From an optimization exercise on the open Yosys and OpenROAD flow, aimed at small area and a short achievable clock period; shortcuts taken in it are not production practice. In this exercise RTL edits were held to simulation tests only and were not proved equivalent to the original. Power is estimated from default activity; no workload was simulated.

## the baseline
Design Datapath, start of the top module:
module Datapath(Clk,Instruction,zero,PCNow,PCNext4,Reset,NewPC,Jump,PCWrite,writedataa,readdata1,readdata2,
	DMemAddress,DMemWrite,DMemRead,DMemReadData);
==> module Datapath, before the edit <==
module Datapath(Clk,Instruction,zero,PCNow,PCNext4,Reset,NewPC,Jump,PCWrite,writedataa,readdata1,readdata2,
	DMemAddress,DMemWrite,DMemRead,DMemReadData);
    input         Clk;
    input         Reset, Jump, PCWrite;
    input  [63:0] NewPC;
    output [63:0] writedataa, readdata1, readdata2;
    output [63:0] PCNext4, PCNow;
    input  [31:0] Instruction;
    output        zero;
    output [63:0] DMemAddress;
    output        DMemWrite, DMemRead;
    input  [31:0] DMemReadData;
    wire [6:0] opc = Instruction[6:0];
    wire [4:0] rs1 = Instruction[19:15];
    wire [4:0] rs2 = Instruction[24:20];
    wire [4:0] rd  = Instruction[11:7];
    wire Branch, MemRead, MemToReg, MemWrite, ALUSrc, RegWrite;
    wire [1:0] ALUOp;
    Control_Unit cu(opc, Branch, MemRead, ALUOp, MemToReg, MemWrite, ALUSrc, RegWrite);
    wire [2:0] Operation;
    ALU_CU alucu(Operation, Instruction[14:12], Instruction[30], ALUOp);
    wire sub     = Operation[2];
    wire sel_sum = Operation[1] & (Operation[2] | ~Operation[0]);
    wire sel_and = ~Operation[2] & ~Operation[1] & ~Operation[0];
    wire sel_or  = ~Operation[2] & ~Operation[1] &  Operation[0];
    wire isI = (opc == 7'b0010011) | (opc == 7'b0000011);
    wire isB = (opc == 7'b1100011);
    wire isS = (opc == 7'b0100011);
    wire [11:0] imm12 = isB ? {Instruction[31], Instruction[7], Instruction[30:25], Instruction[11:8]} :
                        isS ? {Instruction[31:25], Instruction[11:7]} :
                        isI ? Instruction[31:20] : 12'd0;
    wire immsign = (isI | isB | isS) & Instruction[31];
    wire [63:0] imm = {{52{immsign}}, imm12};
    wire [63:0] wd_rf;
    reg [63:0] rf [0:31];
    always @(posedge Clk)
        if (RegWrite) rf[rd] <= wd_rf;
    wire [31:0] s1, s2;
    genvar k, b;
    generate for (k = 0; k < 32; k = k + 1) begin : dec
        assign s1[k] = rs1 == k;
        assign s2[k] = rs2 == k;
    end endgenerate
    generate for (b = 0; b < 64; b = b + 1) begin : rbit
        wire [31:0] col;
        for (k = 0; k < 32; k = k + 1) begin : c
            assign col[k] = rf[k][b];
        end
        rdmux m1(readdata1[b], s1, col);
        rdmux m2(readdata2[b], s2, col);
    end endgenerate
    wire [63:0] alu_res;
    ALU alu(alu_res, zero, readdata1, readdata2, imm12, immsign, ALUSrc, sub, sel_sum, sel_and, sel_or);
    assign DMemAddress = alu_res;
    assign DMemWrite   = MemWrite;
    assign DMemRead    = MemRead;
    generate for (b = 0; b < 32; b = b + 1) begin : wdb
        wdbit wp(writedataa[b], alu_res[b], MemToReg, MemRead, DMemReadData[b]);
        wdbit wr(wd_rf[b],      alu_res[b], MemToReg, MemRead, DMemReadData[b]);
    end endgenerate
    generate for (b = 32; b < 64; b = b + 1) begin : wdbh
        wdbit_hi wp(writedataa[b], alu_res[b], MemToReg);
        wdbit_hi wr(wd_rf[b],      alu_res[b], MemToReg);
    end endgenerate
    reg  [63:0] pc;
    wire [63:0] pcbr;
    assign PCNow = pc;
    pc_add pca(PCNext4, pcbr, pc, imm[11:0], immsign);
    wire [63:0] pcn;
    wire take = zero & Branch;
    generate for (b = 0; b < 64; b = b + 1) begin : pcb
        pcn_bit u(pcn[b], pc[b], PCNext4[b], pcbr[b], NewPC[b], take, Jump, Reset, PCWrite);
    end endgenerate
    always @(posedge Clk)
        pc <= pcn;
endmodule
clock: 90.0 ns
lec_check: 0
cap_margin: 20
core_margin: 2
core_utilization: 45
cts_buf_list: sky130_fd_sc_hd__clkbuf_16
cts_cluster_diameter: 100
cts_cluster_size: 25
slew_margin: 20
synth_hierarchical: 1
standard.sh (not shown) runs the stock make flow with config.mk's settings and CLKGATE_MAP_FILE= SYNTH_SCRIPT=/design/flow/synth_recipe.tcl, a recipe that flattens the netlist after the stock synthesis.
==> flow/flow/run.sh <==
#!/bin/bash
# The standard layout with two changes to how it is made (the clock,
# SDC and design are unchanged):
#  - ports are buffered with buf_1 instead of the delay buffer buffer_ports
#    picks by default (the resizer upsizes the ones that need it);
#  - repair_timing is asked for 49 ns of setup slack, so the input-to-output
#    paths get sized and buffered for speed instead of being left at 0 margin.
set -euo pipefail
bash standard.sh \
  "BUFFER_PORTS_ARGS=-buffer_cell sky130_fd_sc_hd__buf_1" \
  SETUP_SLACK_MARGIN=49 \
  finish > standard.log 2>&1
The inputs of the candidate differ from those of the baseline as listed below.
diff --git a/flow/design.v b/flow/design.v
--- a/flow/design.v
+++ b/flow/design.v
@@ -1660,8 +1660,27 @@
 endmodule
 module c_or3(output y, input a, b, c);
     assign y = a | b | c;
 endmodule
+module rdec(output [31:0] sl, output [31:0] sh, input [4:0] a);
+    wire [4:0] an;
+    wire [3:0] lon;
+    wire [7:0] hin;
+    genvar j;
+    generate for (j = 0; j < 5; j = j + 1) begin : iv
+        c_inv u(an[j], a[j]);
+    end
+    for (j = 0; j < 4; j = j + 1) begin : lo
+        c_nand2 u(lon[j], j[0] ? a[0] : an[0], j[1] ? a[1] : an[1]);
+    end
+    for (j = 0; j < 8; j = j + 1) begin : hi
+        c_nand3 u(hin[j], j[0] ? a[2] : an[2], j[1] ? a[3] : an[3], j[2] ? a[4] : an[4]);
+    end
+    for (j = 0; j < 32; j = j + 1) begin : fin
+        c_nor2 ul(sl[j], lon[j % 4], hin[j / 4]);
+        c_nor2 uh(sh[j], lon[j % 4], hin[j / 4]);
+    end endgenerate
+endmodule
 module rdmux(output y, input [31:0] s, input [31:0] r);
     wire [9:0] g;
     genvar k;
     generate for (k = 0; k < 10; k = k + 1) begin : grp
@@ -1737,21 +1756,24 @@
     wire [63:0] wd_rf;
     reg [63:0] rf [0:31];
     always @(posedge Clk)
         if (RegWrite) rf[rd] <= wd_rf;
-    wire [31:0] s1, s2;
+    wire [31:0] s1l, s1h, s2l, s2h;
+    rdec d1(s1l, s1h, rs1);
+    rdec d2(s2l, s2h, rs2);
     genvar k, b;
-    generate for (k = 0; k < 32; k = k + 1) begin : dec
-        assign s1[k] = rs1 == k;
-        assign s2[k] = rs2 == k;
-    end endgenerate
     generate for (b = 0; b < 64; b = b + 1) begin : rbit
         wire [31:0] col;
         for (k = 0; k < 32; k = k + 1) begin : c
             assign col[k] = rf[k][b];
         end
-        rdmux m1(readdata1[b], s1, col);
-        rdmux m2(readdata2[b], s2, col);
+        if (b < 32) begin : lo
+            rdmux m1(readdata1[b], s1l, col);
+            rdmux m2(readdata2[b], s2l, col);
+        end else begin : hi
+            rdmux m1(readdata1[b], s1h, col);
+            rdmux m2(readdata2[b], s2h, col);
+        end
     end endgenerate
     wire [63:0] alu_res;
     ALU alu(alu_res, zero, readdata1, readdata2, imm12, immsign, ALUSrc, sub, sel_sum, sel_and, sel_or);
     assign DMemAddress = alu_res;
[summary]
Per the comparison of the candidate with the baseline, total wire length lost about 5%; post-route cell area rose by 410 µm²; number of non-clock inverters in the layout has increased; area after synthesis comparable.
Summary of the candidate over the baseline: ratio of total power to cell area has decreased, global-route usage has decreased, clock skew has increased.
Vias: the candidate below the baseline

-- separate check: timing with driven ports --
The flow's constraints put no driver on any port. The routed layouts listed below were extracted and timed again, unchanged, in two steps. Step 1, drivers: a clkbuf_16 drives Clk and a buf_2 each remaining input, both assumed. Step 2, shift: input delay + t, output delay - t, t = (earliest + latest rising clock arrival at the registers) / 2. This alone moves slack from input paths to output paths. Slacks: ideal / step 1 / step 2; pairs: ideal / step 1.
run | t, ns | setup slack, ns | worst hold slack (ns) | worst data-port slew with drivers (ns) | pins driven straight from the clock port
the baseline | 0.904 | 48.778 / 48.600 / 48.385 | 0.601 / 0.601 / 0.601 | 0.34 | 1
the candidate | 0.897 | 48.749 / 48.697 / 48.338 | 0.590 / 0.590 / 0.590 | 0.39 | 1
After both steps every run listed still meets setup and hold. For the candidate, which loses most, drivers alone change the setup slack by -0.052 ns; drivers and shift together by -0.411 ns.
